This is an optimization exercise on Yosys and OpenROAD, whose aim is small area, a short achievable clock period and few clock cycles per item, not a production implementation. Only simulation tests tie the RTL to the original design; equivalence was not proved.

## flow/design.v (module list and top-level ports; edited modules follow where they fit)
// module CPU: 586 lines
// module ksadd: 26 lines
// module booth17: 446 lines
module CPU(
				clk,
			  rst_n,
		   IO_stall,
         awid_m_inf,
       awaddr_m_inf,
       awsize_m_inf,
      awburst_m_inf,
        awlen_m_inf,
      awvalid_m_inf,
      awready_m_inf,
        wdata_m_inf,
        wlast_m_inf,
       wvalid_m_inf,
       wready_m_inf,
          bid_m_inf,
        bresp_m_inf,
       bvalid_m_inf,
       bready_m_inf,
         arid_m_inf,
       araddr_m_inf,
        arlen_m_inf,
       arsize_m_inf,
      arburst_m_inf,
      arvalid_m_inf,
      arready_m_inf, 
          rid_m_inf,
        rdata_m_inf,
        rresp_m_inf,
        rlast_m_inf,
       rvalid_m_inf,
       rready_m_inf 
);
  // ...
==> flow/run.sh <==
#!/bin/bash
# synth_recipe.tcl (not shown) runs the flow's synth.tcl, then flattens the netlist and writes it again
# the make line also repeats each setting of config.mk as NAME=value (left out here)
make -C /OpenROAD-flow-scripts/flow DESIGN_CONFIG=/design/flow/config.mk WORK_HOME=/design/flow/orfs CLKGATE_MAP_FILE= SYNTH_SCRIPT=/design/flow/synth_recipe.tcl finish
==> flow/config.mk <==
export PLATFORM = sky130hd
export DESIGN_NAME = CPU
export DESIGN_NICKNAME = CPU
export VERILOG_FILES = /design/flow/design.v
export SDC_FILE = /design/flow/constraint.sdc
export NUM_CORES = 8
export LEC_CHECK = 0
export CAP_MARGIN = 20
export CORE_MARGIN = 2
export CORE_UTILIZATION = 55.0
export SETUP_SLACK_MARGIN = 5
export SLEW_MARGIN = 20
==> flow/constraint.sdc <==
create_clock -name core_clock -period 10.0 [get_ports {clk}]
set_input_delay 2.0000 -clock core_clock [delete_from_list [all_inputs] [get_ports {clk}]]
set_output_delay 2.0000 -clock core_clock [all_outputs]
set_load 0.01 [all_outputs]
==> flow_summary.toml, run 1 <==
[setup_path]
crit_path_end_kind = "flip-flop"
cpMostUsedCell = "buf_12"
reg2reg_from = "ra_sel[0]"
crit_family = "simple AND/OR/NAND/NOR gates"
start_kind = "flip-flop"
r2r_end = "ra_sel[6]"
r2r_slack_ns = 4.60
critPathSlowestCell = "edfxtp_1"
rr_worst_depth = 24

[clocking]
post-cts-setup-buffers = 59
cts.sinks = 1000
cts_buffers = 105
cts_tree = "yes"

[sta]
max_freq_mhz = 185.2
rsz0062_at_grt = "yes"
report.final.slew_viol_count = 0
timing.final.ws_setup_ns = 4.602
slew-limit-headroom = 0.1527

[placement]
portBuffers = 103
dp_hpwl_um = 135100
post_dp_cell_area_um2 = 62740

[logic_synthesis]
synth_seq_cells = 1000
synthTopCellsByCount = "edfxtp_1 (598), a21oi_1 (558), nor2_1 (497)"
synth-seq-area-share = 0.4417
synth.avg_cell_area_um2 = 9.864
yosysUniqueCellTypes = 109
synthSimpleGateAreaFrac = 0.1166

[die]
dieArea_um2 = 112600

[status]
status = "no timing/DRC/antenna violations"

[final_layout]
instances_no_fill = 7739
fin_util = 0.6322
buf_share = 0.05643
layout_commonest_cell = "edfxtp_1"

[routing]
drc = 0
drtPass1Iterations = 7
met1_length_um = 87570
drt-wirelength-per-cell_um = 26.53

[hold_path]
hp-class = "reg -> reg"
Testbench counts, summed over its fixed seeds: cycles 38,156, instructions 12,000.
==> module CPU, before the edit <==
module CPU(
				clk,
			  rst_n,
		   IO_stall,
         awid_m_inf,
       awaddr_m_inf,
       awsize_m_inf,
      awburst_m_inf,
        awlen_m_inf,
      awvalid_m_inf,
      awready_m_inf,
        wdata_m_inf,
        wlast_m_inf,
       wvalid_m_inf,
       wready_m_inf,
          bid_m_inf,
        bresp_m_inf,
       bvalid_m_inf,
       bready_m_inf,
         arid_m_inf,
       araddr_m_inf,
        arlen_m_inf,
       arsize_m_inf,
      arburst_m_inf,
      arvalid_m_inf,
      arready_m_inf, 
          rid_m_inf,
        rdata_m_inf,
        rresp_m_inf,
        rlast_m_inf,
       rvalid_m_inf,
       rready_m_inf 
);
input  wire clk, rst_n;
output reg  IO_stall;
parameter ID_WIDTH = 4, ADDR_WIDTH = 32, DATA_WIDTH = 16, DRAM_NUMBER = 2, WRIT_NUMBER = 1;
output wire [WRIT_NUMBER * ID_WIDTH-1:0]      awid_m_inf;
output wire [WRIT_NUMBER * ADDR_WIDTH-1:0]  awaddr_m_inf;
output wire [WRIT_NUMBER * 3 -1:0]          awsize_m_inf;
output wire [WRIT_NUMBER * 2 -1:0]         awburst_m_inf;
output wire [WRIT_NUMBER * 7 -1:0]           awlen_m_inf;
output wire [WRIT_NUMBER-1:0]              awvalid_m_inf;
input  wire [WRIT_NUMBER-1:0]              awready_m_inf;
output wire [WRIT_NUMBER * DATA_WIDTH-1:0]   wdata_m_inf;
output wire [WRIT_NUMBER-1:0]                wlast_m_inf;
output wire [WRIT_NUMBER-1:0]               wvalid_m_inf;
input  wire [WRIT_NUMBER-1:0]               wready_m_inf;
input  wire [WRIT_NUMBER * ID_WIDTH-1:0]       bid_m_inf;
input  wire [WRIT_NUMBER * 2 -1:0]           bresp_m_inf;
input  wire [WRIT_NUMBER-1:0]               bvalid_m_inf;
output wire [WRIT_NUMBER-1:0]               bready_m_inf;
output wire [DRAM_NUMBER * ID_WIDTH-1:0]      arid_m_inf;
output wire [DRAM_NUMBER * ADDR_WIDTH-1:0]  araddr_m_inf;
output wire [DRAM_NUMBER * 7 -1:0]           arlen_m_inf;
output wire [DRAM_NUMBER * 3 -1:0]          arsize_m_inf;
output wire [DRAM_NUMBER * 2 -1:0]         arburst_m_inf;
output wire [DRAM_NUMBER-1:0]              arvalid_m_inf;
input  wire [DRAM_NUMBER-1:0]              arready_m_inf;
input  wire [DRAM_NUMBER * ID_WIDTH-1:0]       rid_m_inf;
input  wire [DRAM_NUMBER * DATA_WIDTH-1:0]   rdata_m_inf;
input  wire [DRAM_NUMBER * 2 -1:0]           rresp_m_inf;
input  wire [DRAM_NUMBER-1:0]                rlast_m_inf;
input  wire [DRAM_NUMBER-1:0]               rvalid_m_inf;
output wire [DRAM_NUMBER-1:0]               rready_m_inf;
assign awid_m_inf    = 4'd0;
assign awsize_m_inf  = 3'd1;
assign awburst_m_inf = 2'd1;
assign awlen_m_inf   = 7'd0;
assign wlast_m_inf   = 1'b1;       
assign bready_m_inf  = 1'b1;
assign arid_m_inf    = 8'd0;
assign arsize_m_inf  = {3'd1, 3'd1};
assign arburst_m_inf = {2'd1, 2'd1};
reg  [255:0] rfv;
reg  [15:0]  rv;
reg  [15:0]  wb_en;                
reg  [15:0]  wb_data;
reg  [15:0]  ra_sel, rb_sel, rd_sel;
genvar gi;
generate for (gi = 0; gi < 16; gi = gi + 1) begin : g_rf
    always @(posedge clk) if (wb_en[gi]) rfv[16*gi +: 16] <= wb_data;
end endgenerate
always @(posedge clk or negedge rst_n)
    if (!rst_n) rv <= 16'd0;
    else        rv <= rv | wb_en;
reg  [15:0] ra_raw, rb_raw;
integer ri;
always @(*) begin
    ra_raw = 16'd0;
    rb_raw = 16'd0;
    for (ri = 0; ri < 16; ri = ri + 1) begin
        ra_raw = ra_raw | ({16{ra_sel[ri]}} & rfv[16*ri +: 16]);
        rb_raw = rb_raw | ({16{rb_sel[ri]}} & rfv[16*ri +: 16]);
    end
end
wire [15:0] ra_val = ra_raw & {16{|(ra_sel & rv)}};
wire [15:0] rb_val = rb_raw & {16{|(rb_sel & rv)}};
reg         i_arvalid;
reg  [10:0] i_araddr;
reg  [6:0]  i_arlen;
reg         i_rready;
reg  [7:0]  f_rem;         
reg  [7:0]  f_drop;        
reg         f_drain;       
reg  [10:0] f_addr;        
reg  [10:0] nb;            
reg         q0v, q1v;
reg  [15:0] q0, q1;
reg  [10:0] ipc;           
reg         rdr;           
reg  [10:0] rdr_tgt;
wire [15:0] i_rdata  = rdata_m_inf[31:16];
wire        i_beat   = rvalid_m_inf[1] & i_rready;
wire [2:0]  op    = q0[15:13];
wire [3:0]  f_rt  = q0[8:5];
wire        f_fn  = q0[0];
wire [4:0]  f_imm = q0[4:0];
wire is_alu  = (op == 3'd0) | (op == 3'd1 & ~f_fn);
wire is_mul  = (op == 3'd1) & f_fn;
wire is_ld   = (op == 3'd2);
wire is_st   = (op == 3'd3);
wire is_br   = (op == 3'd4);
wire is_det  = (op == 3'd7);
wire is_nop  = (op == 3'd5) | (op == 3'd6);
reg  [15:0] busy;
wire bz_rs = |(busy & ra_sel);
wire bz_rt = |(busy & rb_sel);
wire bz_rd = |(busy & rd_sel);
wire        alu_sub = f_fn | (op == 3'd1);
wire [15:0] alu_sum;
ksadd #(16, 5) u_alu (.a(ra_val), .b(rb_val ^ {16{alu_sub}}), .ci(alu_sub), .s(alu_sum));
wire        alu_lt  = (ra_val[15] != rb_val[15]) ? ra_val[15] : alu_sum[15];
wire [15:0] alu_res = (op == 3'd1) ? {15'd0, alu_lt} : alu_sum;
wire        br_eq   = (ra_val == rb_val);
wire [10:0] ls_addr;
ksadd #(11, 4) u_lsa (.a(ra_val[10:0]), .b({{6{f_imm[4]}}, f_imm}), .ci(1'b0), .s(ls_addr));
wire [10:0] br_tgt  = ipc + 11'd1 + {{6{f_imm[4]}}, f_imm};
reg  [16:0] ma, mb;
reg  [33:0] ms, mc;
reg  [66:0] mp;
reg  [32:0] mq;            
wire [33:0] bs, bc;
booth17 u_mul (.a(ma), .b(mb), .s(bs), .c(bc));
wire [33:0] prod;
ksadd #(34, 6) u_prod (.a(ms), .b(mc), .ci(1'b0), .s(prod));
reg         a_v, s_v, p_v;
reg  [1:0]  a_kind, s_kind, p_kind;
reg         a_first, s_first, p_first;
reg  [1:0]  a_sh, s_sh;
reg         a_buf, s_buf, p_buf;
reg  [3:0]  a_tag, s_tag, p_tag;
wire        p_mulwb = p_v & (p_kind == 2'd3);    
reg         dt_on;         
reg  [2:0]  dt_ph;         
reg  [6:0]  dt_slot;
reg  [3:0]  dt_cnt;
reg  [3:0]  nx_ra, nx_rb;
reg  [1:0]  dt_kind, dt_sh, nx_kind, nx_sh;
reg         dt_first, dt_ha, dt_hb, dt_buf, nx_first, nx_ha, nx_hb, nx_buf;
reg         dt_v, nx_v;
wire [6:0]  dt_nslot;        
always @(*) begin
    nx_ra = 4'd0; nx_rb = 4'd0; nx_kind = 2'd0; nx_first = 1'b0;
    nx_ha = 1'b0; nx_hb = 1'b0; nx_sh = 2'd0; nx_buf = 1'b0; nx_v = 1'b1;
    case (dt_nslot)
        7'd0: begin nx_ra = 4'd0; nx_rb = 4'd5; nx_kind = 2'd0; nx_first = 1'b1; nx_ha = 1'b0; nx_hb = 1'b0; nx_sh = 2'd0; nx_buf = 1'b0; end
        7'd1: begin nx_ra = 4'd1; nx_rb = 4'd4; nx_kind = 2'd0; nx_first = 1'b0; nx_ha = 1'b0; nx_hb = 1'b0; nx_sh = 2'd0; nx_buf = 1'b0; end
        7'd2: begin nx_ra = 4'd10; nx_rb = 4'd15; nx_kind = 2'd1; nx_first = 1'b1; nx_ha = 1'b0; nx_hb = 1'b0; nx_sh = 2'd0; nx_buf = 1'b0; end
        7'd3: begin nx_ra = 4'd11; nx_rb = 4'd14; nx_kind = 2'd1; nx_first = 1'b0; nx_ha = 1'b0; nx_hb = 1'b0; nx_sh = 2'd0; nx_buf = 1'b0; end
        7'd4: begin nx_ra = 4'd0; nx_rb = 4'd6; nx_kind = 2'd0; nx_first = 1'b1; nx_ha = 1'b0; nx_hb = 1'b0; nx_sh = 2'd0; nx_buf = 1'b1; end
        7'd5: begin nx_ra = 4'd2; nx_rb = 4'd4; nx_kind = 2'd0; nx_first = 1'b0; nx_ha = 1'b0; nx_hb = 1'b0; nx_sh = 2'd0; nx_buf = 1'b1; end
        7'd6: begin nx_ra = 4'd11; nx_rb = 4'd13; nx_kind = 2'd1; nx_first = 1'b1; nx_ha = 1'b0; nx_hb = 1'b0; nx_sh = 2'd0; nx_buf = 1'b1; end
        7'd7: begin nx_ra = 4'd9; nx_rb = 4'd15; nx_kind = 2'd1; nx_first = 1'b0; nx_ha = 1'b0; nx_hb = 1'b0; nx_sh = 2'd0; nx_buf = 1'b1; end
        7'd8: begin nx_ra = 4'd0; nx_rb = 4'd0; nx_kind = 2'd2; nx_first = 1'b0; nx_ha = 1'b1; nx_hb = 1'b1; nx_sh = 2'd2; nx_buf = 1'b0; end
        7'd9: begin nx_ra = 4'd0; nx_rb = 4'd7; nx_kind = 2'd0; nx_first = 1'b1; nx_ha = 1'b0; nx_hb = 1'b0; nx_sh = 2'd0; nx_buf = 1'b0; end
        7'd10: begin nx_ra = 4'd3; nx_rb = 4'd4; nx_kind = 2'd0; nx_first = 1'b0; nx_ha = 1'b0; nx_hb = 1'b0; nx_sh = 2'd0; nx_buf = 1'b0; end
        7'd11: begin nx_ra = 4'd9; nx_rb = 4'd14; nx_kind = 2'd1; nx_first = 1'b1; nx_ha = 1'b0; nx_hb = 1'b0; nx_sh = 2'd0; nx_buf = 1'b0; end
        7'd12: begin nx_ra = 4'd10; nx_rb = 4'd13; nx_kind = 2'd1; nx_first = 1'b0; nx_ha = 1'b0; nx_hb = 1'b0; nx_sh = 2'd0; nx_buf = 1'b0; end
        7'd13: begin nx_ra = 4'd0; nx_rb = 4'd0; nx_kind = 2'd2; nx_first = 1'b0; nx_ha = 1'b1; nx_hb = 1'b1; nx_sh = 2'd2; nx_buf = 1'b1; end
        7'd14: begin nx_ra = 4'd1; nx_rb = 4'd6; nx_kind = 2'd0; nx_first = 1'b1; nx_ha = 1'b0; nx_hb = 1'b0; nx_sh = 2'd0; nx_buf = 1'b1; end
        7'd15: begin nx_ra = 4'd2; nx_rb = 4'd5; nx_kind = 2'd0; nx_first = 1'b0; nx_ha = 1'b0; nx_hb = 1'b0; nx_sh = 2'd0; nx_buf = 1'b1; end
        7'd16: begin nx_ra = 4'd8; nx_rb = 4'd15; nx_kind = 2'd1; nx_first = 1'b1; nx_ha = 1'b0; nx_hb = 1'b0; nx_sh = 2'd0; nx_buf = 1'b1; end
        7'd17: begin nx_ra = 4'd11; nx_rb = 4'd12; nx_kind = 2'd1; nx_first = 1'b0; nx_ha = 1'b0; nx_hb = 1'b0; nx_sh = 2'd0; nx_buf = 1'b1; end
        7'd18: begin nx_ra = 4'd0; nx_rb = 4'd0; nx_kind = 2'd2; nx_first = 1'b0; nx_ha = 1'b1; nx_hb = 1'b1; nx_sh = 2'd2; nx_buf = 1'b0; end
        7'd19: begin nx_ra = 4'd1; nx_rb = 4'd7; nx_kind = 2'd0; nx_first = 1'b1; nx_ha = 1'b0; nx_hb = 1'b0; nx_sh = 2'd0; nx_buf = 1'b0; end
        7'd20: begin nx_ra = 4'd3; nx_rb = 4'd5; nx_kind = 2'd0; nx_first = 1'b0; nx_ha = 1'b0; nx_hb = 1'b0; nx_sh = 2'd0; nx_buf = 1'b0; end
        7'd21: begin nx_ra = 4'd10; nx_rb = 4'd12; nx_kind = 2'd1; nx_first = 1'b1; nx_ha = 1'b0; nx_hb = 1'b0; nx_sh = 2'd0; nx_buf = 1'b0; end
        7'd22: begin nx_ra = 4'd8; nx_rb = 4'd14; nx_kind = 2'd1; nx_first = 1'b0; nx_ha = 1'b0; nx_hb = 1'b0; nx_sh = 2'd0; nx_buf = 1'b0; end
        7'd23: begin nx_ra = 4'd0; nx_rb = 4'd0; nx_kind = 2'd2; nx_first = 1'b0; nx_ha = 1'b1; nx_hb = 1'b1; nx_sh = 2'd2; nx_buf = 1'b1; end
        7'd24: begin nx_ra = 4'd2; nx_rb = 4'd7; nx_kind = 2'd0; nx_first = 1'b1; nx_ha = 1'b0; nx_hb = 1'b0; nx_sh = 2'd0; nx_buf = 1'b1; end
        7'd25: begin nx_ra = 4'd3; nx_rb = 4'd6; nx_kind = 2'd0; nx_first = 1'b0; nx_ha = 1'b0; nx_hb = 1'b0; nx_sh = 2'd0; nx_buf = 1'b1; end
        7'd26: begin nx_ra = 4'd8; nx_rb = 4'd13; nx_kind = 2'd1; nx_first = 1'b1; nx_ha = 1'b0; nx_hb = 1'b0; nx_sh = 2'd0; nx_buf = 1'b1; end
        7'd27: begin nx_ra = 4'd9; nx_rb = 4'd12; nx_kind = 2'd1; nx_first = 1'b0; nx_ha = 1'b0; nx_hb = 1'b0; nx_sh = 2'd0; nx_buf = 1'b1; end
        7'd28: begin nx_ra = 4'd0; nx_rb = 4'd0; nx_kind = 2'd2; nx_first = 1'b0; nx_ha = 1'b1; nx_hb = 1'b1; nx_sh = 2'd2; nx_buf = 1'b0; end
        7'd29: nx_v = 1'b0;
        7'd30: nx_v = 1'b0;
        7'd31: begin nx_ra = 4'd0; nx_rb = 4'd0; nx_kind = 2'd2; nx_first = 1'b0; nx_ha = 1'b1; nx_hb = 1'b1; nx_sh = 2'd2; nx_buf = 1'b1; end
        7'd32: begin nx_ra = 4'd0; nx_rb = 4'd5; nx_kind = 2'd0; nx_first = 1'b1; nx_ha = 1'b0; nx_hb = 1'b0; nx_sh = 2'd0; nx_buf = 1'b0; end
        7'd33: begin nx_ra = 4'd1; nx_rb = 4'd4; nx_kind = 2'd0; nx_first = 1'b0; nx_ha = 1'b0; nx_hb = 1'b0; nx_sh = 2'd0; nx_buf = 1'b0; end
        7'd34: begin nx_ra = 4'd10; nx_rb = 4'd15; nx_kind = 2'd1; nx_first = 1'b1; nx_ha = 1'b0; nx_hb = 1'b0; nx_sh = 2'd0; nx_buf = 1'b0; end
        7'd35: begin nx_ra = 4'd11; nx_rb = 4'd14; nx_kind = 2'd1; nx_first = 1'b0; nx_ha = 1'b0; nx_hb = 1'b0; nx_sh = 2'd0; nx_buf = 1'b0; end
        7'd36: begin nx_ra = 4'd0; nx_rb = 4'd6; nx_kind = 2'd0; nx_first = 1'b1; nx_ha = 1'b0; nx_hb = 1'b0; nx_sh = 2'd0; nx_buf = 1'b1; end
        7'd37: begin nx_ra = 4'd2; nx_rb = 4'd4; nx_kind = 2'd0; nx_first = 1'b0; nx_ha = 1'b0; nx_hb = 1'b0; nx_sh = 2'd0; nx_buf = 1'b1; end
        7'd38: begin nx_ra = 4'd11; nx_rb = 4'd13; nx_kind = 2'd1; nx_first = 1'b1; nx_ha = 1'b0; nx_hb = 1'b0; nx_sh = 2'd0; nx_buf = 1'b1; end
        7'd39: begin nx_ra = 4'd9; nx_rb = 4'd15; nx_kind = 2'd1; nx_first = 1'b0; nx_ha = 1'b0; nx_hb = 1'b0; nx_sh = 2'd0; nx_buf = 1'b1; end
        7'd40: begin nx_ra = 4'd0; nx_rb = 4'd0; nx_kind = 2'd2; nx_first = 1'b0; nx_ha = 1'b0; nx_hb = 1'b0; nx_sh = 2'd0; nx_buf = 1'b0; end
        7'd41: begin nx_ra = 4'd0; nx_rb = 4'd0; nx_kind = 2'd2; nx_first = 1'b0; nx_ha = 1'b1; nx_hb = 1'b0; nx_sh = 2'd1; nx_buf = 1'b0; end
        7'd42: begin nx_ra = 4'd0; nx_rb = 4'd0; nx_kind = 2'd2; nx_first = 1'b0; nx_ha = 1'b0; nx_hb = 1'b1; nx_sh = 2'd1; nx_buf = 1'b0; end
        7'd43: begin nx_ra = 4'd0; nx_rb = 4'd7; nx_kind = 2'd0; nx_first = 1'b1; nx_ha = 1'b0; nx_hb = 1'b0; nx_sh = 2'd0; nx_buf = 1'b0; end
        7'd44: begin nx_ra = 4'd3; nx_rb = 4'd4; nx_kind = 2'd0; nx_first = 1'b0; nx_ha = 1'b0; nx_hb = 1'b0; nx_sh = 2'd0; nx_buf = 1'b0; end
        7'd45: begin nx_ra = 4'd9; nx_rb = 4'd14; nx_kind = 2'd1; nx_first = 1'b1; nx_ha = 1'b0; nx_hb = 1'b0; nx_sh = 2'd0; nx_buf = 1'b0; end
        7'd46: begin nx_ra = 4'd10; nx_rb = 4'd13; nx_kind = 2'd1; nx_first = 1'b0; nx_ha = 1'b0; nx_hb = 1'b0; nx_sh = 2'd0; nx_buf = 1'b0; end
        7'd47: begin nx_ra = 4'd0; nx_rb = 4'd0; nx_kind = 2'd2; nx_first = 1'b0; nx_ha = 1'b0; nx_hb = 1'b0; nx_sh = 2'd0; nx_buf = 1'b1; end
        7'd48: begin nx_ra = 4'd0; nx_rb = 4'd0; nx_kind = 2'd2; nx_first = 1'b0; nx_ha = 1'b1; nx_hb = 1'b0; nx_sh = 2'd1; nx_buf = 1'b1; end
        7'd49: begin nx_ra = 4'd0; nx_rb = 4'd0; nx_kind = 2'd2; nx_first = 1'b0; nx_ha = 1'b0; nx_hb = 1'b1; nx_sh = 2'd1; nx_buf = 1'b1; end
        7'd50: begin nx_ra = 4'd1; nx_rb = 4'd6; nx_kind = 2'd0; nx_first = 1'b1; nx_ha = 1'b0; nx_hb = 1'b0; nx_sh = 2'd0; nx_buf = 1'b1; end
        7'd51: begin nx_ra = 4'd2; nx_rb = 4'd5; nx_kind = 2'd0; nx_first = 1'b0; nx_ha = 1'b0; nx_hb = 1'b0; nx_sh = 2'd0; nx_buf = 1'b1; end
        7'd52: begin nx_ra = 4'd8; nx_rb = 4'd15; nx_kind = 2'd1; nx_first = 1'b1; nx_ha = 1'b0; nx_hb = 1'b0; nx_sh = 2'd0; nx_buf = 1'b1; end
        7'd53: begin nx_ra = 4'd11; nx_rb = 4'd12; nx_kind = 2'd1; nx_first = 1'b0; nx_ha = 1'b0; nx_hb = 1'b0; nx_sh = 2'd0; nx_buf = 1'b1; end
        7'd54: begin nx_ra = 4'd0; nx_rb = 4'd0; nx_kind = 2'd2; nx_first = 1'b0; nx_ha = 1'b0; nx_hb = 1'b0; nx_sh = 2'd0; nx_buf = 1'b0; end
        7'd55: begin nx_ra = 4'd0; nx_rb = 4'd0; nx_kind = 2'd2; nx_first = 1'b0; nx_ha = 1'b1; nx_hb = 1'b0; nx_sh = 2'd1; nx_buf = 1'b0; end
        7'd56: begin nx_ra = 4'd0; nx_rb = 4'd0; nx_kind = 2'd2; nx_first = 1'b0; nx_ha = 1'b0; nx_hb = 1'b1; nx_sh = 2'd1; nx_buf = 1'b0; end
        7'd57: begin nx_ra = 4'd1; nx_rb = 4'd7; nx_kind = 2'd0; nx_first = 1'b1; nx_ha = 1'b0; nx_hb = 1'b0; nx_sh = 2'd0; nx_buf = 1'b0; end
        7'd58: begin nx_ra = 4'd3; nx_rb = 4'd5; nx_kind = 2'd0; nx_first = 1'b0; nx_ha = 1'b0; nx_hb = 1'b0; nx_sh = 2'd0; nx_buf = 1'b0; end
        7'd59: begin nx_ra = 4'd10; nx_rb = 4'd12; nx_kind = 2'd1; nx_first = 1'b1; nx_ha = 1'b0; nx_hb = 1'b0; nx_sh = 2'd0; nx_buf = 1'b0; end
        7'd60: begin nx_ra = 4'd8; nx_rb = 4'd14; nx_kind = 2'd1; nx_first = 1'b0; nx_ha = 1'b0; nx_hb = 1'b0; nx_sh = 2'd0; nx_buf = 1'b0; end
        7'd61: begin nx_ra = 4'd0; nx_rb = 4'd0; nx_kind = 2'd2; nx_first = 1'b0; nx_ha = 1'b0; nx_hb = 1'b0; nx_sh = 2'd0; nx_buf = 1'b1; end
        7'd62: begin nx_ra = 4'd0; nx_rb = 4'd0; nx_kind = 2'd2; nx_first = 1'b0; nx_ha = 1'b1; nx_hb = 1'b0; nx_sh = 2'd1; nx_buf = 1'b1; end
        7'd63: begin nx_ra = 4'd0; nx_rb = 4'd0; nx_kind = 2'd2; nx_first = 1'b0; nx_ha = 1'b0; nx_hb = 1'b1; nx_sh = 2'd1; nx_buf = 1'b1; end
        7'd64: begin nx_ra = 4'd2; nx_rb = 4'd7; nx_kind = 2'd0; nx_first = 1'b1; nx_ha = 1'b0; nx_hb = 1'b0; nx_sh = 2'd0; nx_buf = 1'b1; end
        7'd65: begin nx_ra = 4'd3; nx_rb = 4'd6; nx_kind = 2'd0; nx_first = 1'b0; nx_ha = 1'b0; nx_hb = 1'b0; nx_sh = 2'd0; nx_buf = 1'b1; end
        7'd66: begin nx_ra = 4'd8; nx_rb = 4'd13; nx_kind = 2'd1; nx_first = 1'b1; nx_ha = 1'b0; nx_hb = 1'b0; nx_sh = 2'd0; nx_buf = 1'b1; end
        7'd67: begin nx_ra = 4'd9; nx_rb = 4'd12; nx_kind = 2'd1; nx_first = 1'b0; nx_ha = 1'b0; nx_hb = 1'b0; nx_sh = 2'd0; nx_buf = 1'b1; end
        7'd68: begin nx_ra = 4'd0; nx_rb = 4'd0; nx_kind = 2'd2; nx_first = 1'b0; nx_ha = 1'b0; nx_hb = 1'b0; nx_sh = 2'd0; nx_buf = 1'b0; end
        7'd69: begin nx_ra = 4'd0; nx_rb = 4'd0; nx_kind = 2'd2; nx_first = 1'b0; nx_ha = 1'b1; nx_hb = 1'b0; nx_sh = 2'd1; nx_buf = 1'b0; end
        7'd70: begin nx_ra = 4'd0; nx_rb = 4'd0; nx_kind = 2'd2; nx_first = 1'b0; nx_ha = 1'b0; nx_hb = 1'b1; nx_sh = 2'd1; nx_buf = 1'b0; end
        7'd71: begin nx_ra = 4'd0; nx_rb = 4'd0; nx_kind = 2'd2; nx_first = 1'b0; nx_ha = 1'b0; nx_hb = 1'b0; nx_sh = 2'd0; nx_buf = 1'b1; end
        7'd72: begin nx_ra = 4'd0; nx_rb = 4'd0; nx_kind = 2'd2; nx_first = 1'b0; nx_ha = 1'b1; nx_hb = 1'b0; nx_sh = 2'd1; nx_buf = 1'b1; end
        7'd73: begin nx_ra = 4'd0; nx_rb = 4'd0; nx_kind = 2'd2; nx_first = 1'b0; nx_ha = 1'b0; nx_hb = 1'b1; nx_sh = 2'd1; nx_buf = 1'b1; end
        default: ;
    endcase
end
reg  [32:0] t0, b0, t1, b1;      
reg  [66:0] acc;
wire [32:0] t_sel = dt_buf ? t1 : t0;
wire [32:0] b_sel = dt_buf ? b1 : b0;
wire [16:0] ch_a  = dt_ha ? t_sel[32:16] : {1'b0, t_sel[15:0]};
wire [16:0] ch_b  = dt_hb ? b_sel[32:16] : {1'b0, b_sel[15:0]};
wire dt_issue = dt_on & (dt_ph == 3'd0);
wire [32:0] x_new;
ksadd #(33, 6) u_minor (.a(mq), .b(~mp[32:0]), .ci(1'b1), .s(x_new));
wire [66:0] acc_sum;
ksadd #(67, 7) u_acc (.a(acc), .b(mp), .ci(1'b0), .s(acc_sum));
wire        sat_ok  = (&acc[66:15]) | ~(|acc[66:15]);
wire [15:0] det_res = sat_ok ? acc[15:0] : (acc[66] ? 16'h8000 : 16'h7fff);
reg  [10:0] dm_addr;       
reg         d_arvalid;
reg         la1_v;         
reg  [10:0] la1;
reg  [1:0]  ld_cnt;        
reg  [3:0]  ld_tag0, ld_tag1;
reg         md_v;          
reg  [15:0] md;
reg  [3:0]  md_tag;
reg         d_rready;
reg         d_awvalid, d_wvalid;
reg  [1:0]  st_ph;         
reg  [10:0] st_addr;
reg  [15:0] wd;
assign awaddr_m_inf  = {20'd1, st_addr, 1'b0};
assign arvalid_m_inf = {i_arvalid, d_arvalid};
assign araddr_m_inf  = {20'd1, i_araddr, 1'b0, 20'd1, dm_addr, 1'b0};
assign arlen_m_inf   = {i_arlen, 7'd0};
assign rready_m_inf  = {i_rready, d_rready};
assign awvalid_m_inf = d_awvalid;
assign wdata_m_inf   = wd;
assign wvalid_m_inf  = d_wvalid;
wire d_beat = rvalid_m_inf[0] & d_rready;
wire hz_alu = bz_rs | bz_rt | bz_rd | p_mulwb;
wire hz_mul = bz_rs | bz_rt | bz_rd;
wire hz_ld  = bz_rs | bz_rt | ld_cnt[1];
wire hz_st  = bz_rs | bz_rt;
wire hz_br  = bz_rs | bz_rt;
reg  [3:0] rc;
wire       rc_full = (rc == 4'd15);
wire       q0ok    = q0v & ~rc_full & ~rdr;
wire st_wpend = st_ph[0] | (st_ph == 2'd2);
wire go_alu = q0ok & is_alu & ~hz_alu;
wire go_mul = q0ok & is_mul & ~hz_mul;
wire go_ld  = q0ok & is_ld  & ~hz_ld & ~(st_wpend & (ls_addr == st_addr));
wire go_st  = q0ok & is_st  & ~hz_st & (st_ph == 2'd0) & (rc == 4'd0);
wire go_br  = q0ok & is_br  & ~hz_br;
wire go_nop = q0ok & is_nop;
wire go_det = q0ok & is_det & ~dt_on;
wire dt_pause = dt_v & (dt_kind != 2'd2) & (bz_rs | bz_rt);
wire dt_adv   = dt_issue & ~dt_pause;
wire st_done = (st_ph == 2'd3) & bvalid_m_inf;
wire dt_early = dt_issue & (dt_slot == 7'd35) & ~((&acc[66:51]) | ~(|acc[66:51]));
wire dt_done = dt_on & ((dt_ph == 3'd4) | dt_early) & ~p_mulwb & ~busy[0];
wire pop   = go_alu | go_mul | go_ld | go_br | go_nop | go_st | dt_done;
wire taken = go_br & br_eq & (f_imm != 5'd0);
wire inc   = go_alu | go_mul | go_ld | go_br | go_nop | dt_done;
wire ret   = (st_ph == 2'd0) ? ((rc != 4'd0) | inc) : st_done;
wire wb_busy = p_mulwb | go_alu | dt_done;
wire md_wb   = md_v & ~wb_busy;
wire rd_wb   = d_beat & ~md_v & ~wb_busy;
wire [15:0] dec_ptag = 16'd1 << p_tag;
wire [15:0] dec_md   = 16'd1 << md_tag;
wire [15:0] dec_ld0  = 16'd1 << ld_tag0;
always @(*) begin
    if (p_mulwb)      begin wb_en = dec_ptag; wb_data = mp[15:0]; end
    else if (go_alu)  begin wb_en = rd_sel;   wb_data = alu_res;  end
    else if (dt_done) begin wb_en = 16'd1;    wb_data = det_res;  end
    else if (md_v)    begin wb_en = md_wb ? dec_md : 16'd0; wb_data = md; end
    else              begin wb_en = rd_wb ? dec_ld0 : 16'd0; wb_data = rdata_m_inf[15:0]; end
end
wire [15:0] set_mul = go_mul ? rd_sel : 16'd0;
wire [15:0] set_ld  = go_ld  ? rb_sel : 16'd0;
wire [15:0] clr_mul = p_mulwb ? dec_ptag : 16'd0;
wire [15:0] clr_md  = md_wb ? dec_md : 16'd0;
wire [15:0] clr_rd  = rd_wb ? dec_ld0 : 16'd0;
always @(posedge clk or negedge rst_n)
    if (!rst_n) busy <= 16'd0;
    else        busy <= (busy & ~clr_mul & ~clr_md & ~clr_rd) | set_mul | set_ld;
always @(posedge clk or negedge rst_n)
    if (!rst_n) begin
        IO_stall <= 1'b1;
        rc       <= 4'd0;
    end else begin
        IO_stall <= ~ret;
        rc       <= rc + {3'd0, inc} - {3'd0, ret & (st_ph == 2'd0)};
    end
wire        rem_z   = (f_rem == 8'd0);
wire        rem_1   = (f_rem == 8'd1);
wire        drop_z  = (f_drop == 8'd0);
wire        push    = i_beat & drop_z;
wire [7:0]  rem_n   = f_rem - {7'd0, i_beat};
wire        end_n   = rem_z | (rem_1 & i_beat);    
wire [10:0] f_addr_1 = f_addr + 11'd1;
wire [10:0] ipc_1   = ipc + 11'd1;
wire [10:0] rd_d    = rdr_tgt - f_addr;
wire        rd_inb  = ~rem_z & ({1'b0, rd_d} < {4'd0, f_rem});
wire        rd_q1   = q1v & (rdr_tgt == ipc_1);      
wire        hold_ar = q0v & is_br;
reg  [7:0]  drop_n;
reg         q0v_n, q1v_n, drain_n, q0_beat, q0_q1, q1_beat, new_ar;
reg  [10:0] sa, ipc_n, nb_n;
always @(*) begin
    drop_n  = f_drop - {7'd0, i_beat & ~drop_z};
    drain_n = f_drain;
    q0v_n   = q0v;
    q1v_n   = q1v;
    q0_beat = 1'b0;
    q0_q1   = 1'b0;
    q1_beat = 1'b0;
    ipc_n   = ipc;
    nb_n    = (i_beat & ~f_drain) ? f_addr_1 : nb;
    sa      = f_drain ? nb : (i_beat ? f_addr_1 : nb);
    new_ar  = end_n & ~hold_ar;
    if (rdr & ~rd_q1) begin
        q0v_n = 1'b0;
        q1v_n = 1'b0;
        ipc_n = rdr_tgt;
        new_ar = end_n;
        if (rd_inb) begin
            if (i_beat) begin
                if (rd_d == 11'd0) begin q0v_n = 1'b1; q0_beat = 1'b1; drop_n = 8'd0; end
                else drop_n = {1'b0, rd_d[6:0]} - 8'd1;
            end else drop_n = {1'b0, rd_d[6:0]};
        end else begin
            drop_n  = rem_n;
            drain_n = 1'b1;
            nb_n    = rdr_tgt;
            sa      = rdr_tgt;
        end
    end else if (pop | rdr) begin
        ipc_n = ipc_1;
        if (q1v) begin q0_q1 = 1'b1; q0v_n = 1'b1; q1v_n = push; q1_beat = push; end
        else     begin q0v_n = push; q0_beat = push; q1v_n = 1'b0; end
    end else if (push) begin
        if (!q0v) begin q0_beat = 1'b1; q0v_n = 1'b1; end
        else      begin q1_beat = 1'b1; q1v_n = 1'b1; end
    end
    if (new_ar) drain_n = 1'b0;
end
wire [6:0]  sa_len  = (sa[10:7] == 4'hf) ? ~sa[6:0] : 7'd127;
always @(posedge clk) begin
    if (q0_beat)     q0 <= i_rdata;
    else if (q0_q1)  q0 <= q1;
    if (q1_beat)     q1 <= i_rdata;
    if (taken)       rdr_tgt <= br_tgt;
end
always @(posedge clk or negedge rst_n) begin
    if (!rst_n) begin
        i_arvalid <= 1'b0;
        i_araddr  <= 11'd0;
        i_arlen   <= 7'd0;
        i_rready  <= 1'b0;
        f_rem     <= 8'd0;
        f_drop    <= 8'd0;
        f_drain   <= 1'b0;
        f_addr    <= 11'd0;
        nb        <= 11'd0;
        q0v       <= 1'b0;
        q1v       <= 1'b0;
        ipc       <= 11'd0;
        rdr       <= 1'b0;
    end else begin
        rdr <= taken;
        ipc <= ipc_n;
        nb  <= nb_n;
        if (i_arvalid & arready_m_inf[1]) i_arvalid <= 1'b0;
        if (new_ar) begin                   
            i_arvalid <= 1'b1;
            i_araddr  <= sa;
            i_arlen   <= sa_len;
            f_addr    <= sa;
            f_rem     <= {1'b0, sa_len} + 8'd1;
        end else begin
            if (i_beat) f_addr <= f_addr_1;
            f_rem   <= rem_n;
        end
        f_drain  <= drain_n;
        f_drop   <= drop_n;
        q0v      <= q0v_n;
        q1v      <= q1v_n;
        i_rready <= (drop_n != 8'd0) | ~(q0v_n & q1v_n);
    end
end
wire dt_issue_n = go_det | (dt_adv & (dt_slot != 7'd73) & ~dt_early);
always @(posedge clk) begin
    if (dt_issue_n) begin
        ra_sel <= 16'd1 << nx_ra;
        rb_sel <= 16'd1 << nx_rb;
    end else if (q0_beat) begin
        ra_sel <= 16'd1 << i_rdata[12:9];
        rb_sel <= 16'd1 << i_rdata[8:5];
    end else if (q0_q1) begin
        ra_sel <= 16'd1 << q1[12:9];
        rb_sel <= 16'd1 << q1[8:5];
    end
    if (q0_beat)    rd_sel <= 16'd1 << i_rdata[4:1];
    else if (q0_q1) rd_sel <= 16'd1 << q1[4:1];
end
always @(posedge clk) begin
    if (dt_adv & (dt_kind == 2'd2)) begin
        ma <= ch_a;
        mb <= ch_b;
    end else begin
        ma <= {ra_val[15], ra_val};
        mb <= {rb_val[15], rb_val};
    end
    ms <= bs;
    mc <= bc;
    if (dt_on & (dt_ph == 3'd2)) mp <= {58'd0, q0[8:0]};       
    else case (s_sh)
        2'd0:    mp <= {{33{prod[33]}}, prod};
        2'd1:    mp <= {{17{prod[33]}}, prod, 16'd0};
        default: mp <= {prod[33], prod, 32'd0};
    endcase
    a_kind  <= dt_adv ? dt_kind : 2'd3;
    a_first <= dt_adv & dt_first;
    a_sh    <= dt_adv ? dt_sh : 2'd0;
    a_buf   <= dt_buf;
    a_tag   <= q0[4:1];
    s_kind <= a_kind; s_first <= a_first; s_sh <= a_sh; s_buf <= a_buf; s_tag <= a_tag;
    p_kind <= s_kind; p_first <= s_first; p_buf <= s_buf; p_tag <= s_tag;
end
always @(posedge clk or negedge rst_n)
    if (!rst_n) begin a_v <= 1'b0; s_v <= 1'b0; p_v <= 1'b0; end
    else        begin a_v <= go_mul | (dt_adv & dt_v); s_v <= a_v; p_v <= s_v; end
always @(posedge clk) begin
    if (p_v & p_first) mq <= mp[32:0];
    if (p_v & ~p_first & (p_kind[1] == 1'b0)) begin
        case ({p_buf, p_kind[0]})
            2'b00: t0 <= x_new;
            2'b01: b0 <= x_new;
            2'b10: t1 <= x_new;
            2'b11: b1 <= x_new;
        endcase
    end
    if (go_det)                                acc <= 67'd0;
    else if (p_v & (p_kind == 2'd2))           acc <= acc_sum;
    else if (dt_on & (dt_ph == 3'd2) & (dt_cnt != 4'd0))
                                               acc <= {acc[66], acc[66], acc[66:2]};
    else if (dt_on & (dt_ph == 3'd3))          acc <= acc_sum;
end
assign dt_nslot = go_det ? 7'd0 : dt_slot + 7'd1;
always @(posedge clk) begin
    if (go_det | dt_adv) begin
        dt_kind <= nx_kind; dt_first <= nx_first;
        dt_ha <= nx_ha; dt_hb <= nx_hb; dt_sh <= nx_sh; dt_buf <= nx_buf; dt_v <= nx_v;
    end
end
always @(posedge clk or negedge rst_n) begin
    if (!rst_n) begin
        dt_on   <= 1'b0;
        dt_ph   <= 3'd0;
        dt_slot <= 7'd0;
        dt_cnt  <= 4'd0;
    end else begin
        if (go_det) begin
            dt_on   <= 1'b1;
            dt_ph   <= 3'd0;
            dt_slot <= 7'd0;
        end else if (dt_done) begin
            dt_on   <= 1'b0;
            dt_ph   <= 3'd0;
        end else if (dt_on) begin
            case (dt_ph)
                3'd0: if (dt_adv) begin
                    dt_slot <= dt_slot + 7'd1;
                    if (dt_slot == 7'd73) begin dt_ph <= 3'd1; dt_cnt <= 4'd2; end
                end
                3'd1: begin        
                    dt_cnt <= dt_cnt - 4'd1;
                    if (dt_cnt == 4'd0) begin dt_ph <= 3'd2; dt_cnt <= q0[12:9]; end
                end
                3'd2: begin        
                    dt_cnt <= dt_cnt - 4'd1;
                    if (dt_cnt == 4'd0) dt_ph <= 3'd3;
                end
                3'd3: dt_ph <= 3'd4;
                default: ;         
            endcase
        end
    end
end
wire d_arhs = d_arvalid & arready_m_inf[0];
wire [1:0] ld_cnt_n = ld_cnt + {1'b0, go_ld} - {1'b0, d_beat};
reg  [1:0] st_lw;
wire [1:0] st_lw_n = st_lw - {1'b0, d_beat & (st_lw != 2'd0)};
always @(posedge clk) begin
    if (go_st) st_addr <= ls_addr;
    if (go_st) wd <= rb_val;
    if (d_beat & ~rd_wb) begin md <= rdata_m_inf[15:0]; md_tag <= ld_tag0; end
    if (go_ld & ~la1_v & (~d_arvalid | d_arhs)) dm_addr <= ls_addr;
    else if (d_arhs & la1_v)                    dm_addr <= la1;
    if (go_ld & d_arvalid & ~d_arhs)            la1 <= ls_addr;
    if (d_beat) begin
        ld_tag0 <= (go_ld & (ld_cnt == 2'd1)) ? f_rt : ld_tag1;
        ld_tag1 <= f_rt;
    end else if (go_ld) begin
        if (ld_cnt == 2'd0) ld_tag0 <= f_rt;
        else                ld_tag1 <= f_rt;
    end
end
always @(posedge clk or negedge rst_n) begin
    if (!rst_n) begin
        d_arvalid <= 1'b0;
        la1_v     <= 1'b0;
        ld_cnt    <= 2'd0;
        md_v      <= 1'b0;
        d_rready  <= 1'b0;
        d_awvalid <= 1'b0;
        d_wvalid  <= 1'b0;
        st_ph     <= 2'd0;
        st_lw     <= 2'd0;
    end else begin : dport
        reg md_v_n;
        if (go_ld) begin
            if (d_arvalid & ~d_arhs) la1_v <= 1'b1;
            d_arvalid <= 1'b1;
        end else if (d_arhs) begin
            d_arvalid <= la1_v;
            la1_v     <= 1'b0;
        end
        ld_cnt <= ld_cnt_n;
        st_lw  <= go_st ? (ld_cnt - {1'b0, d_beat}) : st_lw_n;
        md_v_n = (md_v & ~md_wb) | (d_beat & ~rd_wb);
        md_v     <= md_v_n;
        d_rready <= ~md_v_n;
        case (st_ph)
            2'd0: if (go_st) begin d_awvalid <= 1'b1; st_ph <= 2'd1; end
            2'd1: if (awready_m_inf) begin
                      d_awvalid <= 1'b0; st_ph <= 2'd2;
                      d_wvalid  <= (st_lw_n == 2'd0);
                  end
            2'd2: if (d_wvalid) begin
                      if (wready_m_inf) begin d_wvalid <= 1'b0; st_ph <= 2'd3; end
                  end else if (st_lw_n == 2'd0) d_wvalid <= 1'b1;
            2'd3: if (bvalid_m_inf) st_ph <= 2'd0;
        endcase
    end
end
endmodule
==> run 2: changes to the inputs <==
--- a/flow/design.v
+++ b/flow/design.v
@@ -123,18 +123,25 @@
 wire is_det  = (op == 3'd7);
 wire is_nop  = (op == 3'd5) | (op == 3'd6);
-reg  [15:0] busy;
-wire bz_rs = |(busy & ra_sel);
-wire bz_rt = |(busy & rb_sel);
-wire bz_rd = |(busy & rd_sel);
-wire        alu_sub = f_fn | (op == 3'd1);
+reg  [15:0] busy, kill;
+wire [15:0] busy_rd = busy & ~kill;
+wire bz_rs  = |(busy_rd & ra_sel);
+wire bz_rt  = |(busy_rd & rb_sel);
+wire bzw_rt = |(busy & rb_sel);
+wire bz_rd  = |(busy & rd_sel);
+reg         x_alu, x_sub, x_slt;
+reg  [15:0] x_rd;
+reg  [16:0] ma, mb;
 wire [15:0] alu_sum;
-ksadd #(16, 5) u_alu (.a(ra_val), .b(rb_val ^ {16{alu_sub}}), .ci(alu_sub), .s(alu_sum));
-wire        alu_lt  = (ra_val[15] != rb_val[15]) ? ra_val[15] : alu_sum[15];
-wire [15:0] alu_res = (op == 3'd1) ? {15'd0, alu_lt} : alu_sum;
+ksadd #(16, 5) u_alu (.a(ma[15:0]), .b(mb[15:0] ^ {16{x_sub}}), .ci(x_sub), .s(alu_sum));
+wire        alu_lt  = (ma[15] != mb[15]) ? ma[15] : alu_sum[15];
+wire [15:0] alu_res = x_slt ? {15'd0, alu_lt} : alu_sum;
+wire        xw_rs   = x_alu & |(x_rd & ra_sel);
+wire        xw_rt   = x_alu & |(x_rd & rb_sel);
+wire [15:0] ra_fwd  = xw_rs ? alu_res : ra_val;
+wire [15:0] rb_fwd  = xw_rt ? alu_res : rb_val;
 wire        br_eq   = (ra_val == rb_val);
 wire [10:0] ls_addr;
 ksadd #(11, 4) u_lsa (.a(ra_val[10:0]), .b({{6{f_imm[4]}}, f_imm}), .ci(1'b0), .s(ls_addr));
 wire [10:0] br_tgt  = ipc + 11'd1 + {{6{f_imm[4]}}, f_imm};
-reg  [16:0] ma, mb;
 reg  [33:0] ms, mc;
 reg  [66:0] mp;
@@ -150,5 +157,8 @@
 reg         a_buf, s_buf, p_buf;
 reg  [3:0]  a_tag, s_tag, p_tag;
-wire        p_mulwb = p_v & (p_kind == 2'd3);    
+wire        p_mul   = p_v & (p_kind == 2'd3);    
+wire [15:0] dec_ptag = 16'd1 << p_tag;
+wire        k_mul    = |(dec_ptag & kill);
+wire        p_mulwb = p_mul & ~k_mul;          
 reg         dt_on;         
 reg  [2:0]  dt_ph;         
@@ -277,9 +287,10 @@
 assign wvalid_m_inf  = d_wvalid;
 wire d_beat = rvalid_m_inf[0] & d_rready;
-wire hz_alu = bz_rs | bz_rt | bz_rd | p_mulwb;
+wire s_mul  = s_v & (s_kind == 2'd3);      
+wire hz_alu = bz_rs | bz_rt | s_mul;
 wire hz_mul = bz_rs | bz_rt | bz_rd;
-wire hz_ld  = bz_rs | bz_rt | ld_cnt[1];
-wire hz_st  = bz_rs | bz_rt;
-wire hz_br  = bz_rs | bz_rt;
+wire hz_ld  = bz_rs | bzw_rt | ld_cnt[1] | xw_rs;
+wire hz_st  = bz_rs | bz_rt | xw_rs;
+wire hz_br  = bz_rs | bz_rt | xw_rs | xw_rt;
 reg  [3:0] rc;
 wire       rc_full = (rc == 4'd15);
@@ -288,5 +299,5 @@
 wire go_alu = q0ok & is_alu & ~hz_alu;
 wire go_mul = q0ok & is_mul & ~hz_mul;
-wire go_ld  = q0ok & is_ld  & ~hz_ld & ~(st_wpend & (ls_addr == st_addr));
+wire go_ld  = q0ok & is_ld  & ~hz_ld;
 wire go_st  = q0ok & is_st  & ~hz_st & (st_ph == 2'd0) & (rc == 4'd0);
 wire go_br  = q0ok & is_br  & ~hz_br;
@@ -297,18 +308,21 @@
 wire st_done = (st_ph == 2'd3) & bvalid_m_inf;
 wire dt_early = dt_issue & (dt_slot == 7'd35) & ~((&acc[66:51]) | ~(|acc[66:51]));
-wire dt_done = dt_on & ((dt_ph == 3'd4) | dt_early) & ~p_mulwb & ~busy[0];
+wire dt_done = dt_on & ((dt_ph == 3'd4) | dt_early) & ~p_mulwb & ~busy_rd[0];
 wire pop   = go_alu | go_mul | go_ld | go_br | go_nop | go_st | dt_done;
 wire taken = go_br & br_eq & (f_imm != 5'd0);
 wire inc   = go_alu | go_mul | go_ld | go_br | go_nop | dt_done;
 wire ret   = (st_ph == 2'd0) ? ((rc != 4'd0) | inc) : st_done;
-wire wb_busy = p_mulwb | go_alu | dt_done;
-wire md_wb   = md_v & ~wb_busy;
-wire rd_wb   = d_beat & ~md_v & ~wb_busy;
-wire [15:0] dec_ptag = 16'd1 << p_tag;
 wire [15:0] dec_md   = 16'd1 << md_tag;
 wire [15:0] dec_ld0  = 16'd1 << ld_tag0;
+wire        k_md     = |(dec_md & kill);
+wire        k_ld0    = |(dec_ld0 & kill);
+wire wb_busy = p_mulwb | x_alu | dt_done;
+wire md_wb   = md_v & ~wb_busy & ~k_md;
+wire rd_wb   = d_beat & ~md_v & ~wb_busy & ~k_ld0;
+wire md_kl   = md_v & k_md;
+wire rd_kl   = d_beat & ~md_v & k_ld0;
 always @(*) begin
     if (p_mulwb)      begin wb_en = dec_ptag; wb_data = mp[15:0]; end
-    else if (go_alu)  begin wb_en = rd_sel;   wb_data = alu_res;  end
+    else if (x_alu)   begin wb_en = x_rd;     wb_data = alu_res;  end
     else if (dt_done) begin wb_en = 16'd1;    wb_data = det_res;  end
     else if (md_v)    begin wb_en = md_wb ? dec_md : 16'd0; wb_data = md; end
@@ -317,10 +331,16 @@
 wire [15:0] set_mul = go_mul ? rd_sel : 16'd0;
 wire [15:0] set_ld  = go_ld  ? rb_sel : 16'd0;
-wire [15:0] clr_mul = p_mulwb ? dec_ptag : 16'd0;
-wire [15:0] clr_md  = md_wb ? dec_md : 16'd0;
-wire [15:0] clr_rd  = rd_wb ? dec_ld0 : 16'd0;
+wire [15:0] clr_mul = p_mul ? dec_ptag : 16'd0;
+wire [15:0] clr_md  = (md_wb | md_kl) ? dec_md : 16'd0;
+wire [15:0] clr_rd  = (rd_wb | rd_kl) ? dec_ld0 : 16'd0;
+wire [15:0] set_kl  = go_alu ? (rd_sel & busy & ~clr_mul & ~clr_md & ~clr_rd) : 16'd0;
 always @(posedge clk or negedge rst_n)
-    if (!rst_n) busy <= 16'd0;
-    else        busy <= (busy & ~clr_mul & ~clr_md & ~clr_rd) | set_mul | set_ld;
+    if (!rst_n) begin
+        busy <= 16'd0;
+        kill <= 16'd0;
+    end else begin
+        busy <= (busy & ~clr_mul & ~clr_md & ~clr_rd) | set_mul | set_ld;
+        kill <= ((kill & ~clr_mul & ~clr_md & ~clr_rd) | set_kl) & ~set_mul & ~set_ld;
+    end
 always @(posedge clk or negedge rst_n)
     if (!rst_n) begin
@@ -448,7 +468,10 @@
         mb <= ch_b;
     end else begin
-        ma <= {ra_val[15], ra_val};
-        mb <= {rb_val[15], rb_val};
+        ma <= {ra_fwd[15], ra_fwd};
+        mb <= {rb_fwd[15], rb_fwd};
     end
+    x_rd  <= rd_sel;
+    x_sub <= f_fn | (op == 3'd1);
+    x_slt <= (op == 3'd1);
     ms <= bs;
     mc <= bc;
@@ -468,6 +491,6 @@
 end
 always @(posedge clk or negedge rst_n)
-    if (!rst_n) begin a_v <= 1'b0; s_v <= 1'b0; p_v <= 1'b0; end
-    else        begin a_v <= go_mul | (dt_adv & dt_v); s_v <= a_v; p_v <= s_v; end
+    if (!rst_n) begin a_v <= 1'b0; s_v <= 1'b0; p_v <= 1'b0; x_alu <= 1'b0; end
+    else        begin a_v <= go_mul | (dt_adv & dt_v); s_v <= a_v; p_v <= s_v; x_alu <= go_alu; end
 always @(posedge clk) begin
     if (p_v & p_first) mq <= mp[32:0];
@@ -528,4 +551,6 @@
 end
 wire d_arhs = d_arvalid & arready_m_inf[0];
+reg  d_arq, d_arh, la1_h;
+wire a_free = ~d_arq | d_arhs;
 wire [1:0] ld_cnt_n = ld_cnt + {1'b0, go_ld} - {1'b0, d_beat};
 reg  [1:0] st_lw;
@@ -533,9 +558,11 @@
 always @(posedge clk) begin
     if (go_st) st_addr <= ls_addr;
-    if (go_st) wd <= rb_val;
-    if (d_beat & ~rd_wb) begin md <= rdata_m_inf[15:0]; md_tag <= ld_tag0; end
-    if (go_ld & ~la1_v & (~d_arvalid | d_arhs)) dm_addr <= ls_addr;
-    else if (d_arhs & la1_v)                    dm_addr <= la1;
-    if (go_ld & d_arvalid & ~d_arhs)            la1 <= ls_addr;
+    if (go_st) wd <= rb_fwd;
+    if (d_beat & ~rd_wb & ~rd_kl) begin md <= rdata_m_inf[15:0]; md_tag <= ld_tag0; end
+    if (a_free) begin
+        if (la1_v)      dm_addr <= la1;
+        else if (go_ld) dm_addr <= ls_addr;
+    end
+    if (go_ld & ~(a_free & ~la1_v)) la1 <= ls_addr;
     if (d_beat) begin
         ld_tag0 <= (go_ld & (ld_cnt == 2'd1)) ? f_rt : ld_tag1;
@@ -549,5 +576,8 @@
     if (!rst_n) begin
         d_arvalid <= 1'b0;
+        d_arq     <= 1'b0;
+        d_arh     <= 1'b0;
         la1_v     <= 1'b0;
+        la1_h     <= 1'b0;
         ld_cnt    <= 2'd0;
         md_v      <= 1'b0;
@@ -558,15 +588,25 @@
         st_lw     <= 2'd0;
     end else begin : dport
-        reg md_v_n;
-        if (go_ld) begin
-            if (d_arvalid & ~d_arhs) la1_v <= 1'b1;
-            d_arvalid <= 1'b1;
-        end else if (d_arhs) begin
-            d_arvalid <= la1_v;
-            la1_v     <= 1'b0;
+        reg md_v_n, arq_n, arh_n;
+        if (a_free) begin
+            if (la1_v) begin
+                arq_n = 1'b1; arh_n = la1_h & st_wpend;
+                la1_v <= go_ld; la1_h <= st_wpend;
+            end else if (go_ld) begin
+                arq_n = 1'b1; arh_n = st_wpend;
+            end else begin
+                arq_n = 1'b0; arh_n = 1'b0;
+            end
+        end else begin
+            arq_n = 1'b1; arh_n = d_arh & st_wpend;
+            if (go_ld) begin la1_v <= 1'b1; la1_h <= st_wpend; end
+            else la1_h <= la1_h & st_wpend;
         end
+        d_arq     <= arq_n;
+        d_arh     <= arh_n;
+        d_arvalid <= arq_n & ~arh_n;
         ld_cnt <= ld_cnt_n;
         st_lw  <= go_st ? (ld_cnt - {1'b0, d_beat}) : st_lw_n;
-        md_v_n = (md_v & ~md_wb) | (d_beat & ~rd_wb);
+        md_v_n = (md_v & ~md_wb & ~md_kl) | (d_beat & ~rd_wb & ~rd_kl);
         md_v     <= md_v_n;
         d_rready <= ~md_v_n;
==> flow/flow/run.sh (new file) <==
#!/bin/bash
# Standard layout, with timing repair aiming for a larger setup margin.
set -euo pipefail
bash standard.sh SETUP_SLACK_MARGIN=6 finish > standard_flow.log 2>&1
==> flow/standard.sh (new file) <==
#!/bin/bash
# synth_recipe.tcl (not shown) runs the flow's synth.tcl, then flattens the netlist and writes it again
# the make line also repeats each setting of config.mk as NAME=value (left out here)
make -C /OpenROAD-flow-scripts/flow DESIGN_CONFIG=/design/flow/config.mk WORK_HOME=/design/flow/orfs CLKGATE_MAP_FILE= SYNTH_SCRIPT=/design/flow/synth_recipe.tcl "${@:-finish}"
removed: flow/run.sh
==> run 2 against run 1 <==
Net effect: still clean; global-route usage grew 1.4 points; via count grew 6.0%; register-to-register slack better by 1.1 ns; routed wire length rose by 6.7%; non-clock buffer count is 4 lower; sequential share of layout area shrank 0.35 points; worst setup slack better by 1.1 ns; hold slack worse by 0.00081 ns; critical endpoint is now rb_sel[1]; largest cell class unchanged.
==> flow_summary.toml, run 2 <==
[routing]
drc = 0
first_iter_violations = 7530
vias = 53248
ant_nets = 0
avgViaCountPerCell = 6.593
drt-wirelength-per-cell_um = 27.13
drtPass1Iterations = 8
wl_um = 219100

[setup_path]
r2r_end = "rb_sel[1]"
arrival_ns = 4.71
crit_path_end_kind = "flip-flop"
crit_type = "reg -> reg"
start_kind = "flip-flop"
crit_required_ns = 10.46
rr_worst_depth = 19
worst-path-max-fanout = 6
reg2reg_from = "rdr_tgt[1]"
r2r_slack_ns = 5.74

[die]
die_y_um = 340.3
row_count = 123
fp.coreArea_um2 = 112300
dieArea_um2 = 115800
die_width_um = 340.3
pin_count = 230
initial_core_util = 0.5537

[logic_synthesis]
async_flop_share = 0.1541
synthTopCellsByCount = "nor2_1 (617), edfxtp_1 (598), nand2_1 (518)"
synth_top_area_share = 0.2887
synth_top_flop_cell = "edfxtp_1"
yosys_warnings = 6
synth.most_common_cell = "nor2_1"
synth_seq_cells = 1038
synth_area_um2 = 62210
synth-seq-area-share = 0.4431
syn_inst = 6393
netlist_top_cells_area = "edfxtp_1 (29%), dfxtp_1 (9.0%), dfrtp_1 (6.4%)"
synth_edf_count = 598
synth.avg_cell_area_um2 = 9.731
yosysUniqueCellTypes = 102
synth_top_cell_by_area = "edfxtp_1"

[sta]
hold_viol = 0
skew_ns = 0.05160
setup_violations = 0
whs_ns = 0.3260
slew-limit-headroom = 0.2447
fin_crit_sh = 0.4256
tightest_slew_ns = 1.133
setup_tns_ns = 0
rsz0062_at_grt = "yes"
max_freq_mhz = 235.0
report.final.slew_viol_count = 0
period_minus_slack_ns = 4.256

[clocking]
clkSlewWorstSetupHoldPaths_ns = 0.06
cts.sinks = 1038
clockBufferDepth = 3
cts_buffers = 112
clk_latency_ns = 0.74
hold_buffers = 0
h-tree-depth = 3
root_buffer = "clkbuf_16"
cts_tree = "yes"

[final_layout]
layout.nets = 6898
largest_reg_flops = 256
layout_commonest_cell = "edfxtp_1"
fill_cells = 9188
final_area_um2 = 71850
reg.largest.list = "rfv: 256 flops, acc: 67 flops, mp: 66 flops"
final_cell_mix = "edfxtp_1 (598), nor2_1 (573), nand2_1 (497)"
area_growth_pct = 15.49
top_register = "rfv"
drive_gt1_frac = 0.1406

[hold_path]
min_from = "a_buf"
min_to = "s_buf"
hold_depth = 0
hp-class = "reg -> reg"

[grt]
grt_pass1_vias = 49208
grt_use_met2 = 0.5267
met3_usage = 0.09054
grt_max_degree = 76
grt.overflow.total = 0
grt_antenna_before_repair = 8
track_usage = 0.3699
busiest_layer = "met1"
met1_usage = 0.5484
grt_pass1_wl_um = 323000

[placement]
routabilityCongestion = 0.9886
dp_hpwl_um = 144900
post_dp_cell_area_um2 = 64430
portBuffers = 103

[status]
status = "no timing/DRC/antenna violations"

[run]
cap_viol_max_count = 0
## run 2: changes by cell type in the layout (fill, tap and decap cells not counted), moves of 21 or more
cell and change:
a22oi_1 +48, maj3_1 -34, a31oi_1 +33, buf_4 -22, a211oi_1 -25, a22o_1 +24, o211ai_1 -29, a21oi_1 -67
nor3_1 +25, a221oi_1 +37, mux2i_1 +38, nand3_1 -21, nand3b_1 +23, nor2_1 +107
## run 2: cell families after synthesis
kind of cell / Yosys count / synth area share
AO/OA/AOI/OAI: 1928 / 0.2053
multiplexers: 177 / 0.03590
other: 2 / 0.0001207
adder cells (fa/ha/maj): 373 / 0.08805
AND/OR/NAND/NOR: 1724 / 0.1271
buffers and inverters: 864 / 0.05941
flip-flops: 1038 / 0.4431
XOR/XNOR: 287 / 0.04099
## run 2: layout make-up
class / instances / area [um2] / area share
well taps: 1500 / 1877 / 0.02612
inverters: 328 / 1250 / 0.01740
clock buffers: 151 / 3092 / 0.04303
clock inverters: 63 / 745.7 / 0.01038
flip-flops and latches: 1038 / 27610 / 0.3843
multi-input cells: 4602 / 33270 / 0.4630
repair buffers: 391 / 3995 / 0.05561
diodes: 3 / 7.507 / 0.0001045
## run 2: routing by layer
metal	wire [um]	part of all wire
met3	27080	0.12
met5	27	0.00012
met1	92370	0.42
met4	8798	0.040
met2	90800	0.41
## run 2: worst max path at each step
stage / start / endpoint
3_3_place_gp: acc[66] / rb_sel[6]
6_report: rdr_tgt[1] / rb_sel[1]
3_5_place_dp: acc[66] / rb_sel[6]
2_1_floorplan: p_tag[0] / rfv[112]
5_1_grt: rdr_tgt[1] / ra_sel[0]
4_1_cts: kill[0] / ra_sel[9]
## run 2: through the flow
stage	cells	worst slack, ns	util
6_report	8076	5.744	0.6395
5_1_grt	8073	5.583	0.6394
4_1_cts	8034	5.748	0.6296
3_5_place_dp	7703	3.837	0.5735
3_3_place_gp	7702	3.946	0.5734
2_1_floorplan	6497	5.977	-
## run 2: repair_timing
action,in CTS,in global routing
endpoints found under the setup margin,851,670
pin swaps,63,54
resized for setup,270,188
setup buffers,105,35
gates cloned,12,3
## run 2: critical path: stages (launching register included)
cell       delay, ns
edfxtp_1        0.52
ha_4            0.27
nor2b_4         0.13
o2111ai_2       0.24
nand3_2         0.14
a311oi_2        0.34
nor2_2          0.10
ha_2            0.18
o21bai_4        0.18
o41ai_4         0.34
nand2_2         0.12
o31ai_4         0.22
buf_12          0.16
o211ai_4        0.09
buf_12          0.18
buf_12          0.16
mux2i_4         0.21
a21o_1          0.23
nand2_4         0.12
nor2_1          0.05
Testbench counts of run 2, summed over its fixed seeds: cycles 38,608, instructions 12,000.
==> run 3: changes to the inputs <==
==> flow/run.sh (new file) <==
#!/bin/bash
# synth_recipe.tcl (not shown) runs the flow's synth.tcl, then flattens the netlist and writes it again
# the make line also repeats each setting of config.mk as NAME=value (left out here)
make -C /OpenROAD-flow-scripts/flow DESIGN_CONFIG=/design/flow/config.mk WORK_HOME=/design/flow/orfs CLKGATE_MAP_FILE= SYNTH_SCRIPT=/design/flow/synth_recipe.tcl finish
removed: flow/flow/run.sh
removed: flow/standard.sh
==> run 3 against run 2 <==
Net effect: still clean; area after synthesis did not move; register-to-register slack lost 0.65 ns; clock-buffer cell count is 2 higher; critical endpoint is now rfv[154].
==> flow_summary.toml, run 3 <==
[status]
status = "no timing/DRC/antenna violations"

[final_layout]
reg.largest.list = "rfv: 256 flops, acc: 67 flops, mp: 66 flops"
largest_reg_flops = 256
fin_util = 0.6122
top_register = "rfv"
layout_commonest_cell = "nor2_1"
instances_no_fill = 7943
final_area_um2 = 68780
antenna_cells = 0
area_growth_pct = 10.56
layout.nets = 6772

[setup_path]
start_kind = "flip-flop"
crit_start = "acc[66]"
r2r_end = "rfv[154]"
arrival_ns = 5.31
worst-path-max-fanout = 15
crit_required_ns = 10.41
r2r_slack_ns = 5.10
critPathSlowestCell = "nor4_2"
rr_worst_depth = 12

[die]
initial_core_util = 0.5537
die_width_um = 340.3
pin_count = 230

[grt]
grt.overflow.total = 0
track_usage = 0.3572
grt_pass1_vias = 47540
grt_max_degree = 100

[logic_synthesis]
yosysUniqueCellTypes = 102
synth.most_common_cell = "nor2_1"
synth-seq-area-share = 0.4431
synth_seq_cells = 1038
synth_top_area_share = 0.2887
synth_xor_area_frac = 0.04099
yosys_warnings = 6
synth_top_flop_cell = "edfxtp_1"
netlist_top_cells_area = "edfxtp_1 (29%), dfxtp_1 (9.0%), dfrtp_1 (6.4%)"
async_flop_share = 0.1541
synthMuxAreaShare = 0.03590

[hold_path]
min_from = "a_buf"
hold_depth = 0
min_to = "s_buf"

[clocking]
clk_latency_ns = 0.74
h-tree-depth = 3
clockBufferDepth = 3
cts.sinks = 1038
root_buffer = "clkbuf_16"
clkSlewWorstSetupHoldPaths_ns = 0.06
cts_tree = "yes"

[placement]
dp_hpwl_um = 144500
routabilityCongestion = 0.9624
post_dp_cell_area_um2 = 64380
placed_cells_incl_taps = 7709

[routing]
drtPass1Iterations = 9
wl_um = 211600
avgViaCountPerCell = 6.546
top_layer_used = "met5"
drt-wirelength-per-cell_um = 26.64
ant_nets = 0
drc = 0
met1_length_um = 91940

[sta]
rsz0062_at_grt = "yes"
report.final.slew_viol_count = 0
setup_tns_ns = 0
skew_ns = 0.04667
fin_crit_sh = 0.4903
slew-limit-headroom = 0.2485
hold_viol = 0
period_minus_slack_ns = 4.903

[run]
cap_viol_max_count = 0
==> run 3: cell counts after synthesis <==
Identical to the previous run, type by type.
==> run 3: worst max path at each step <==
stage | to | slack, ns | depth (start not counted)
global route | rb_sel[6] | 4.96 | 14
floorplan | ra_sel[0] | 5.01 | 17
detailed placement | rb_sel[6] | 4.07 | 13
finish | rfv[154] | 5.10 | 12
global placement | rb_sel[6] | 4.21 | 13
CTS | rb_sel[6] | 4.92 | 14
==> run 3: timing repair <==
action | CTS | global route
resized for setup | 16 | 29
gates cloned | 1 | 1
setup buffers | 3 | 20
endpoints found under the setup margin | 376 | 256
pin swaps | 2 | 6
endpoints found under the hold margin | 0 | 0
==> run 3: metrics by stage <==
stage / setup WS [ns] / hold slack (ns)
floorplan: 5.013 / 0.3096
global placement: 4.211 / 0.3104
detailed placement: 4.073 / 0.3121
CTS: 4.917 / 0.3151
global route: 4.963 / 0.3277
finish: 5.097 / 0.3146
==> run 3: cells by family after synthesis <==
logic type,after synthesis
AO/OA/AOI/OAI,1928
XOR/XNOR,287
adder cells (fa/ha/maj),373
buffers and inverters,864
flip-flops,1038
multiplexers,177
other,2
AND/OR/NAND/NOR,1724
==> run 3: routing by layer <==
metal	vias to the layer above	GRT usage
li1	23194	-
met1	25154	0.5429
met5	-	0
met3	491	0.07121
met2	3147	0.5094
met4	8	0.1147
==> run 3: layout make-up <==
class	count	area [um2]
clock inverters	55	695.7
clock buffers	153	3163
flip-flops and latches	1038	27580
multi-input cells	4597	31750
repair buffers	272	2486
well taps	1500	1877
inverters	328	1235
fillers	9544	43570
==> run 3: critical path, delay by kind of cell, from the launching register on <==
family,cells,cell delay (ns)
DFF,1,0.48
buffers and inverters,2,0.58
and+or+nand+nor,8,2.81
AOI/OAI and AO/OA,2,0.70

-- port drivers added, routing unchanged --
Ports are ideal in the flow. The routed layouts listed here were re-timed in OpenROAD. Step 1 sets driving cells, clkbuf_16 on the clock port and buf_2 on the other inputs (assumed; they add their load-dependent delay and slew). Step 2 also shifts input and output timing later by t, the mid clock arrival at the registers, as if the neighbouring blocks saw the same clock. Three values: ideal, step 1, step 2; two values: the first two.
run	t (ns)	slack for setup (ns)	hold slack, ns
run 1	0.766	4.602 / 4.602 / 4.602	0.327 / 0.327 / 0.327
run 2	0.798	5.744 / 5.744 / 5.114	0.326 / 0.326 / 0.326
run 3	0.788	5.097 / 5.097 / 4.598	0.315 / 0.315 / 0.315
After both steps every run listed still meets setup and hold. The setup slack of run 2, which loses most, moves by 0.000 ns with the drivers and by -0.630 ns with both steps.
